Context: an optimization exercise on an open-source flow, tuned for small area, a short achievable clock period and few clock cycles per item. The choices shown serve that exercise and are no tape-out recipe.
Function was checked by simulation only, so behaviour that the tests miss may differ from the original.
No activity file was given, so power comes from the tool's default toggle rates.

===== flow/design.v =====
module a25_multiply (
input                       i_clk,
input                       i_rst,
input                       i_core_stall,
input       [31:0]          i_a_in,          
input       [31:0]          i_b_in,          
input       [1:0]           i_function,
input                       i_execute,
output      [31:0]          o_out,
output      [1:0]           o_flags,         
output reg                  o_done     
);
wire        enable;
wire        accumulate;
wire [33:0] multiplier;
wire [33:0] multiplier_bar;
wire [33:0] sum;
wire [33:0] sum34_b;
reg  [5:0]  count;
reg  [5:0]  count_nxt;
reg  [67:0] product;
reg  [67:0] product_nxt;
reg  [1:0]  flags_nxt;
wire [32:0] sum_acc1;            
assign enable         = i_function[0];
assign accumulate     = i_function[1];
assign multiplier     =  { 2'd0, i_a_in} ;
assign multiplier_bar = ~{ 2'd0, i_a_in} + 34'd1 ;
assign sum34_b        =  product[1:0] == 2'b01 ? multiplier     :
                         product[1:0] == 2'b10 ? multiplier_bar :
                                                 34'd0          ;
    assign sum =  product[67:34] + sum34_b;
    assign sum_acc1 = {1'd0, product[32:1]} + {1'd0, i_a_in};
always @*
    begin
    count_nxt           = count;
    product_nxt         = product;
    flags_nxt   = { product[32], product[32:1] == 32'd0 }; 
    if ( count == 6'd0 )
        product_nxt = {33'd0, 1'd0, i_b_in, 1'd0 } ;
    else if ( count <= 6'd33 )
        product_nxt = { sum[33], sum, product[33:1]} ;
    else if ( count == 6'd34 && accumulate )
        begin
        product_nxt         = { product[64:33], sum_acc1[31:0], 1'd0};  
        end
    if (count == 6'd0)   
        count_nxt   = enable ? 6'd1 : 6'd0;
    else if ((count == 6'd34 && !accumulate) ||   
             (count == 6'd35 &&  accumulate)  )   
        count_nxt   = 6'd0;
    else
        count_nxt   = count + 1'd1;
    end
always @ ( posedge i_clk )
    if ( i_rst )
        begin
        count           <= 'd0;
        product         <= 'd0;
        o_done          <= 'd0;
        end
    else if ( !i_core_stall )
        begin
        count           <= i_execute ? count_nxt          : count;           
        product         <= i_execute ? product_nxt        : product;        
        o_done          <= i_execute ? count == 6'd31     : o_done;          
        end
assign o_out   = product[32:1]; 
assign o_flags = flags_nxt;
endmodule
module a25_mul_unit (
input                       i_clk,
input                       i_rst,           
input                       i_start,
input                       i_mla,           
input       [31:0]          i_a,             
input       [31:0]          i_b,             
input       [31:0]          i_c,             
output                      o_busy,
output reg                  o_done,
output reg  [31:0]          o_result,
output reg  [1:0]           o_flags          
);
reg         busy;
reg  [5:0]  step;
reg         mla_r;
reg  [31:0] a_r;
reg  [31:0] b_r;
reg  [31:0] c_r;
wire [31:0] mul_out;
wire [1:0]  mul_flags;
wire        mul_done;
wire        last_step;
assign last_step = busy && step == (mla_r ? 6'd36 : 6'd35);
assign o_busy    = busy;
always @(posedge i_clk)
    if (i_rst)
        begin
        busy     <= 1'd0;
        step     <= 6'd0;
        mla_r    <= 1'd0;
        a_r      <= 32'd0;
        b_r      <= 32'd0;
        c_r      <= 32'd0;
        o_done   <= 1'd0;
        o_result <= 32'd0;
        o_flags  <= 2'd0;
        end
    else
        begin
        o_done <= 1'd0;
        if (!busy)
            begin
            if (i_start)
                begin
                busy  <= 1'd1;
                step  <= 6'd0;
                mla_r <= i_mla;
                a_r   <= i_a;
                b_r   <= i_b;
                c_r   <= i_c;
                end
            end
        else if (last_step)
            begin
            busy     <= 1'd0;
            o_done   <= 1'd1;
            o_result <= mul_out;
            o_flags  <= mul_flags;
            end
        else
            step <= step + 1'd1;
        end
a25_multiply u_multiply (
    .i_clk          ( i_clk                                  ),
    .i_rst          ( i_rst                                  ),
    .i_core_stall   ( 1'd0                                   ),
    .i_a_in         ( step == 6'd34 ? c_r : a_r              ),
    .i_b_in         ( b_r                                    ),
    .i_function     ( {mla_r, busy && !last_step}            ),
    .i_execute      ( 1'd1                                   ),
    .o_out          ( mul_out                                ),
    .o_flags        ( mul_flags                              ),
    .o_done         ( mul_done                               )
);
endmodule

===== flow/run.sh =====
#!/bin/bash
# synth_recipe.tcl (not shown) runs the flow's synth.tcl, then flattens the netlist and writes it again
# the make line also repeats each setting of config.mk as NAME=value (left out here)
make -C /OpenROAD-flow-scripts/flow DESIGN_CONFIG=/design/flow/config.mk WORK_HOME=/design/flow/orfs CLKGATE_MAP_FILE= SYNTH_SCRIPT=/design/flow/synth_recipe.tcl finish

===== flow/constraint.sdc =====
create_clock -name core_clock -period 10.0 [get_ports {i_clk}]
set_input_delay 2.0000 -clock core_clock [delete_from_list [all_inputs] [get_ports {i_clk}]]
set_output_delay 2.0000 -clock core_clock [all_outputs]
set_load 0.01 [all_outputs]

===== flow/config.mk =====
export PLATFORM = sky130hd
export DESIGN_NAME = a25_mul_unit
export DESIGN_NICKNAME = a25_mul_unit
export VERILOG_FILES = /design/flow/design.v
export SDC_FILE = /design/flow/constraint.sdc
export NUM_CORES = 4
export LEC_CHECK = 0
export CAP_MARGIN = 20
export CORE_MARGIN = 2
export CORE_UTILIZATION = 35
export PLACE_DENSITY = 0.5
export SLEW_MARGIN = 20

==> results.txt <==
status no timing/DRC/antenna violations; RSZ-0062 raised after global routing no; # rows 69; vias in the first global route 11300; RePlAce Congestion 0.862; setup tns final 0 ns; sequential area share after synthesis 33.6%; Worst R2R Start step[3]; 1st-pass router iterations 5; Top FF cell, synth dfxtp_1; Min-Delay Path Class flip-flop to flip-flop; hold_sp o_result[7]; Slew Limit Fails 0; YS warnings 2; Least-Margin Pin Slew 0.940 ns; number of synthesized flops with an enable pin 0; number of gates resized after CTS 0; Commonest cells post-synth nand2_1, a21oi_1, dfxtp_1, nor2_1, clkbuf_1; clock buffer depth 3; synth-to-layout area growth 20.3%; final critical-path share of the clock period 61.7%; antenna-violating nets left 0; Initial DRC Count 881; Vias per Instance 5.39; Worst EP arrival 6.60 ns; mapped cell area 12600 um2; Die Y 194 um; Final Hold Violating Endpoints 0; Leak Pwr 6.15 nW; first-pass GRT wire length 63500 um; Total GRT Usage 20.8%; count leader, synth nand2_1; post-route core utilization 42.6%; Yosys reg bits 211; Post-Route WL 40200 um; Worst-Skew Late Latency 0.54 ns; final setup fails 0; CP Launch Type flip-flop; slew margin rel. 37.1%; Worst Hold Endpoint o_result[7]; total vias in the final route 11900; ANT cells 0; hold depth 2; layout cells sized above 1 4.72%; worst r2r dst u_multiply.product[66]; Initial Utilization 35.5%; largest cells by area after synthesis dfxtp_1, nand2_1, a21oi_1; pin count of the biggest net entering global routing 99; CP Class flip-flop to flip-flop; hpwl dp 29400 um; core area 35500 um2; Cell Pwr Density 143 nW/um2; R2R depth 20; die width 194 um; Worst EP required 10.43 ns; Async S/R FF share, synth 0%; htree depth 1; Routed wire per std cell 18.1 um; Max-Cap Viols 0; cts-stage hold buffer count 0; Root Driver clkbuf_16; initial antenna violation count 0; Netlist cell types 76; Avg Cell Area, Syn 7.59 um2; clock-pin slew on the worst setup and hold paths 0.06 ns; Setup Slack @ Placement 3.87 ns; Synthesized Nets 1831; Synth area leader dfxtp_1; VDD IR-drop max 0.103 mV; top cell type's share of synthesized area 33.6%; Net count, final 1913; cells after synthesis 1657; fmax 0.162 GHz; R2R setup slack 3.83 ns; Post-CTS Setup Repair Bufs 0; CP Capture Type flip-flop; worst-path fanout max 24; CTS sink count 211; total CTS buffers 25; port bufs 135; Die ar. 37500 um2; Final WS setup 3.83 ns; min cycle time layout 6.17 ns; Clock Skew 0.0190 ns; CTS tree yes; Remaining Overflow, GRT 0; IO Count 136; DRC errors left 0
[layer usage]
metal	vias to the layer above	wire (um)	GRT usage (%)
li1	6039	-	-
met2	286	17200	32.0
met4	0	886	4.98
met5	-	0	0
met1	5572	20200	30.7
met3	47	1990	2.51
[report_power, final]
part | leakage [nW] | internal [mW] | switching [mW]
registers | 1.72 | 0.873 | 0.0370
logic | 4.02 | 0.131 | 0.187
clock network | 0.411 | 0.568 | 0.375
total | 6.15 | 1.57 | 0.598
[sequential cells by signal, summed over array words and instances (netlist names)]
| name | cells |
|---|---|
| u_multiply.count | 6 |
| c_r | 32 |
| o_flags | 1 |
| o_result | 32 |
| mla_r | 1 |
| busy | 1 |
| step | 6 |
| o_done | 1 |
| a_r | 32 |
| b_r | 32 |
| u_multiply.product | 67 |
[placed cells by master, fill, tap and decap left out, types with 16 or more instances in the layout]
master	Yosys	layout
nand2_1	378	377
a21oi_1	233	233
dfxtp_1	211	211
clkdlybuf4s50_1	0	134
nor2_1	87	86
ha_1	72	72
xnor2_1	53	53
o21ai_0	50	50
inv_1	48	48
o22ai_1	35	35
mux2i_1	34	34
xor2_1	26	26
and3_1	25	25
clkbuf_16	0	25
a21o_1	24	24
nand3_1	22	22
a221oi_1	22	22
or3_1	20	20
nor4_1	20	20
nor3_1	16	16
a211oi_1	16	16
[stage by stage]
step | cell area, um2 | hold slack (ns) | std cells | total power, mW
finish | 15100 | 0.453 | 2218 | 2.17
global placement | 14300 | 0.442 | 2173 | 1.24
global route | 15100 | 0.473 | 2218 | 2.26
floorplan | 12600 | 0.427 | 1657 | 1.12
CTS | 15100 | 0.457 | 2218 | 2.19
detailed placement | 14300 | 0.448 | 2173 | 1.24
[worst max-delay path by stage]
stage,startpoint,endpoint,depth (start not counted)
global placement,step[3],u_multiply.product[66],22
global route,step[3],u_multiply.product[66],22
CTS,step[3],u_multiply.product[66],22
detailed placement,step[3],u_multiply.product[66],22
floorplan,step[3],u_multiply.product[66],24
finish,step[3],u_multiply.product[66],20
[critical path, stage by stage (launching register included)]
cell and delay [ns]:
dfxtp_1 0.37, or3b_4 0.45, nor2_4 0.54, mux2i_1 0.48, ha_1 0.32, o21ai_0 0.17
a21o_1 0.28, nor3_1 0.31, and3_1 0.23, nor2_1 0.04, o22ai_1 0.16, ha_1 0.32
a21o_1 0.22, a221o_1 0.37, a221oi_2 0.26, a21oi_1 0.14, o31a_1 0.34, o41ai_2 0.34
mux2i_1 0.35, o41ai_2 0.12, mux2_2 0.26
[cell type report]
type	instances	area [um2]
clock buffers	35	703
clock inverters	10	139
fillers	3673	20400
inverters	49	184
multi-input cells	1305	7860
flip-flops and latches	211	4220
well taps	461	577
repair buffers	147	1440
[kinds of logic (layout without fill, tap and decap cells)]
family	count (synthesis)	after routing	synth area share (%)
fa+ha+maj	74	74	7.48
buf+inv	141	241	4.32
compound gates	478	478	23.3
simple gates	636	636	22.6
mux	38	38	3.17
flops	211	211	33.6
xor+xnor	79	79	5.50
Testbench counts, summed over its fixed seeds: cycles 59,984, items 1,600.

## separate check: timing with driven ports
No port has a modelled driver above. Below, the same layout with a new extraction and two added sets of constraints. Step 1 sets driving cells, clkbuf_16 on the clock port and buf_2 on the other inputs (assumed; they add their load-dependent delay and slew). Step 2 also shifts input and output timing later by t, the mid clock arrival at the registers, as if the neighbouring blocks saw the same clock. Slacks: no drivers / after step 1 / after step 2; pairs: no drivers / after step 1.
shift t [ns]: 0.581
setup slack, ns: 3.829 / 3.829 / 3.829
worst hold slack (ns): 0.453 / 0.453 / 0.453
latest minus earliest clock arrival (ns): 0.019 / 0.019
After both steps setup and hold are still met in this run. The setup slack of this run moves by 0.000 ns with the drivers and by 0.000 ns with both steps.
